What follows belongs to an exercise in optimizing a design on an open flow for small area, a short achievable clock period and few clock cycles; a production flow would make more cautious choices.
At most, simulation tests tie the RTL to the original design; equivalence was not proved.
Power and IR drop assume default switching activity.

Setup of quartz:
Design y86_pipe, start of the top module:
module y86_pipe(clk, rst, imem_addr, imem_data, dmem_addr, dmem_wdata, dmem_we, dmem_rdata, stat);
Size: roughly 240 I/O pins.
export LEC_CHECK = 0
export CAP_MARGIN = 20
export CORE_MARGIN = 2
export CORE_UTILIZATION = 65
export SLEW_MARGIN = 20
export SYNTH_HIERARCHICAL = 1
create_clock -name core_clock -period 28.0 [get_ports {clk}]
standard.sh (not shown) runs the stock make flow with config.mk's settings and CLKGATE_MAP_FILE= SYNTH_SCRIPT=/design/flow/synth_recipe.tcl, a recipe that flattens the netlist after the stock synthesis.
==> flow/flow/run.sh <==
#!/bin/bash
# The standard ORFS layout (the standard.sh, unchanged synthesis) with:
#  - repair_timing asked to leave extra setup slack (sized for a faster clock),
#    without gate cloning;
#  - ports buffered with buf_2 cells;
#  - clock tree: larger sink clusters and no dummy balancing loads.
# The log of the ORFS run is kept in standard.log; ORFS's per-step logs are
# under orfs/logs.
set -e
bash standard.sh SETUP_SLACK_MARGIN=20.5 SKIP_GATE_CLONING=1 \
  "BUFFER_PORTS_ARGS=-buffer_cell sky130_fd_sc_hd__buf_2" \
  "CTS_ARGS=-sink_clustering_enable -repair_clock_nets -dont_use_dummy_load -sink_clustering_size 22 -sink_clustering_max_diameter 80" \
  finish > standard.log 2>&1
Testbench counts of quartz, summed over its fixed seeds: cycles 14,933.
#### Input delta (maple over quartz)
# quartz
export LEC_CHECK = 0
export CAP_MARGIN = 20
export CORE_MARGIN = 2
export CORE_UTILIZATION = 65
export SLEW_MARGIN = 20
export SYNTH_HIERARCHICAL = 1
create_clock -name core_clock -period 28.0 [get_ports {clk}]
# maple
export LEC_CHECK = 0
export CAP_MARGIN = 20
export CORE_MARGIN = 2
export CORE_UTILIZATION = 55
export SLEW_MARGIN = 20
export SYNTH_HIERARCHICAL = 1
create_clock -name core_clock -period 28.0 [get_ports {clk}]
-- flow/flow/run.sh --
<<< quartz, line 9
set -e
bash standard.sh SETUP_SLACK_MARGIN=20.5 SKIP_GATE_CLONING=1 \
  "BUFFER_PORTS_ARGS=-buffer_cell sky130_fd_sc_hd__buf_2" \
>>> maple, line 9
set -e
bash standard.sh SETUP_SLACK_MARGIN=21.0 SKIP_GATE_CLONING=1 \
  "BUFFER_PORTS_ARGS=-buffer_cell sky130_fd_sc_hd__buf_2" \
[summary]
maple vs quartz on share of the cycle needed by the critical path after routing: maple is the lower one.
maple vs. quartz: cell area after technology mapping closely matched the old numbers, met2 routed wirelength increased by 9600 um relative to the old numbers, flip-flop and latch count saw little to no change, share of power burned in the clock network went up, via count down 965.
Of maple and quartz, quartz shows the higher sequential share of layout area, with maple below it.

========
Another version of the RTL of y86_pipe (not shown whole).
Size: about 5100 cells after synthesis, about 1300 flip-flops.
## y86_pipe
module y86_pipe(clk, rst, imem_addr, imem_data, dmem_addr, dmem_wdata, dmem_we, dmem_rdata, stat);
export LEC_CHECK = 0
export CAP_MARGIN = 20
export CORE_MARGIN = 2
export CORE_UTILIZATION = 55
export SLEW_MARGIN = 20
export SYNTH_HIERARCHICAL = 1
create_clock -name core_clock -period 28.0 [get_ports {clk}]
==> flow/flow/run.sh <==
#!/bin/bash
# The standard ORFS layout (the standard.sh, unchanged synthesis) with:
#  - repair_timing asked to leave extra setup slack (sized for a faster clock),
#    without gate cloning;
#  - ports buffered with buf_2 cells;
#  - clock tree: larger sink clusters and no dummy balancing loads.
# The log of the ORFS run is kept in standard.log; ORFS's per-step logs are
# under orfs/logs.
set -e
bash standard.sh SETUP_SLACK_MARGIN=21.5 SKIP_GATE_CLONING=1 \
  "BUFFER_PORTS_ARGS=-buffer_cell sky130_fd_sc_hd__buf_2" \
  "CTS_ARGS=-sink_clustering_enable -repair_clock_nets -dont_use_dummy_load -sink_clustering_size 22 -sink_clustering_max_diameter 80" \
  finish > standard.log 2>&1
The first run finished clean.
Testbench counts at the start, summed over its fixed seeds: cycles 14,933.
Next try:
--- a/flow/flow/run.sh
+++ b/flow/flow/run.sh
@@ -9,3 +9,3 @@
 set -e
-bash standard.sh SETUP_SLACK_MARGIN=21.5 SKIP_GATE_CLONING=1 \
+bash standard.sh SETUP_SLACK_MARGIN=21.0 SKIP_GATE_CLONING=1 \
   "BUFFER_PORTS_ARGS=-buffer_cell sky130_fd_sc_hd__buf_2" \
=> The changed run completed with no timing, DRC or antenna violations; clock-buffer cell count decreases by 2; power decreases by 1.8%; wire length decreases by 0.35%; sequential share of layout area increases by 0.81 points.

========
== before ==
y86_pipe, a different RTL version from the one above (not shown whole).
Size: about 5300 cells after synthesis, about 240 I/O pins, about 64000 µm² of cells after synthesis.
// y86_pipe
module y86_pipe(clk, rst, imem_addr, imem_data, dmem_addr, dmem_wdata, dmem_we, dmem_rdata, stat);
input clk;
input rst;
output [9:0] imem_addr;
input [79:0] imem_data;
output [10:0] dmem_addr;
output [63:0] dmem_wdata;
output dmem_we;
input [63:0] dmem_rdata;
output [2:0] stat;
localparam [2:0] S_AOK = 3'd1, S_ADR = 3'd2;
localparam [3:0] RNONE = 4'hF, RSP = 4'h4;
reg [9:0]  pc;           
reg [3:0]  pcb;          
reg        fetch_on;     
reg        x_v;          
reg        x_ok;         
reg [2:0]  x_stat;
reg [3:0]  x_icode, x_ifun, x_rA, x_rB;
reg [63:0] x_valC;
reg [14:0] x_selA, x_selB;   
reg [8:0]  x_iniA, x_iniB;   
reg        x_fwdA, x_fwdB;   
reg        x_ldst;           
reg        x_retE;           
reg        m_we;         
reg        m_load;       
reg        m_ret;        
reg        m_bad;        
reg [10:0] m_addr;
reg [63:0] m_wdata;
reg [63:0] m_valE;
reg [3:0]  m_dstE, m_dstM;
reg [63:0] rf [0:14];
reg [14:0] rv;           
reg        zf, lt;       
reg [2:0]  stat_r;
wire live = (stat_r == S_AOK) & ~m_bad;
wire [64*15-1:0] rf_flat;
genvar gi;
generate
for (gi = 0; gi < 15; gi = gi + 1) begin : rff
    assign rf_flat[64*gi +: 64] = rf[gi];
end
endgenerate
wire x_act = x_v & live & ~x_ldst;
wire [63:0] valA, valE;
wire [10:0] x_addr;
wire        x_addr_bad, n_zf, n_lt, x_cnd, x_setcc, x_mem, x_memwr, x_load, x_isret, x_call;
  ...
export LEC_CHECK = 0
export CAP_MARGIN = 20
export CORE_MARGIN = 2
export CORE_UTILIZATION = 55
export SLEW_MARGIN = 20
export SYNTH_HIERARCHICAL = 1
create_clock -name core_clock -period 28.0 [get_ports {clk}]
==> flow/flow/run.sh <==
#!/bin/bash
# The standard ORFS layout (the standard.sh, unchanged synthesis) with:
#  - repair_timing asked to leave extra setup slack (sized for a faster clock),
#    without gate cloning;
#  - ports buffered with buf_2 cells;
#  - clock tree: larger sink clusters and no dummy balancing loads.
# The log of the ORFS run is kept in standard.log; ORFS's per-step logs are
# under orfs/logs.
set -e
bash standard.sh SETUP_SLACK_MARGIN=20.5 SKIP_GATE_CLONING=1 \
  "BUFFER_PORTS_ARGS=-buffer_cell sky130_fd_sc_hd__buf_2" \
  "CTS_ARGS=-sink_clustering_enable -repair_clock_nets -dont_use_dummy_load -sink_clustering_size 22 -sink_clustering_max_diameter 80" \
  finish > standard.log 2>&1
For after, these inputs were changed with respect to before:
--- a/flow/flow/run.sh
+++ b/flow/flow/run.sh
@@ -9,3 +9,3 @@
 set -e
-bash standard.sh SETUP_SLACK_MARGIN=20.5 SKIP_GATE_CLONING=1 \
+bash standard.sh SETUP_SLACK_MARGIN=21.0 SKIP_GATE_CLONING=1 \
   "BUFFER_PORTS_ARGS=-buffer_cell sky130_fd_sc_hd__buf_2" \
--- outcome ---
- Comparing final core utilization for before and after, the smaller number came from before.
- Sum of routed wire length over all layers delta (after − before): unfavourable
- Area fraction of clock buffers and clock inverters across before and after: no real change.
- after against before: final critical-path setup slack has increased, worst hold margin went down by 0.0038 ns, total power density per cell area now smaller.
- after ends up with higher global-route wire length before repair than before does.
No run of this note included a check of the RTL's function; only the layout flow was run.

-- static timing again, ports no longer ideal --
How much do the figures lean on ideal ports? The routed layouts below were timed once more, with nothing changed but the port constraints. Step 1 assumes that a clkbuf_16 drives the clock port and a buf_2 every other input. Step 2 moves the port delays by t, midway between the first and last clock arrival at a register: inputs arrive t later, outputs are due t later. That takes back most of the time a late clock gives input paths. Three values: ideal ports, drivers, drivers and shift; two values: the first two.
run	t, ns	slack for setup (ns)	worst data-port slew with drivers (ns)
quartz	0.747	20.383 / 20.383 / 19.888	0.07
maple	0.754	20.663 / 20.692 / 19.938	0.08
the first run of note 2	0.752	20.778 / 20.796 / 20.054	0.21
the second run of note 2	0.750	20.653 / 20.710 / 19.960	0.08
before	0.746	20.450 / 20.489 / 19.743	0.06
after	0.744	20.653 / 20.708 / 19.964	0.08
After both steps every run listed still meets setup and hold. For maple, which loses most, drivers alone change the setup slack by +0.029 ns; drivers and shift together by -0.725 ns.
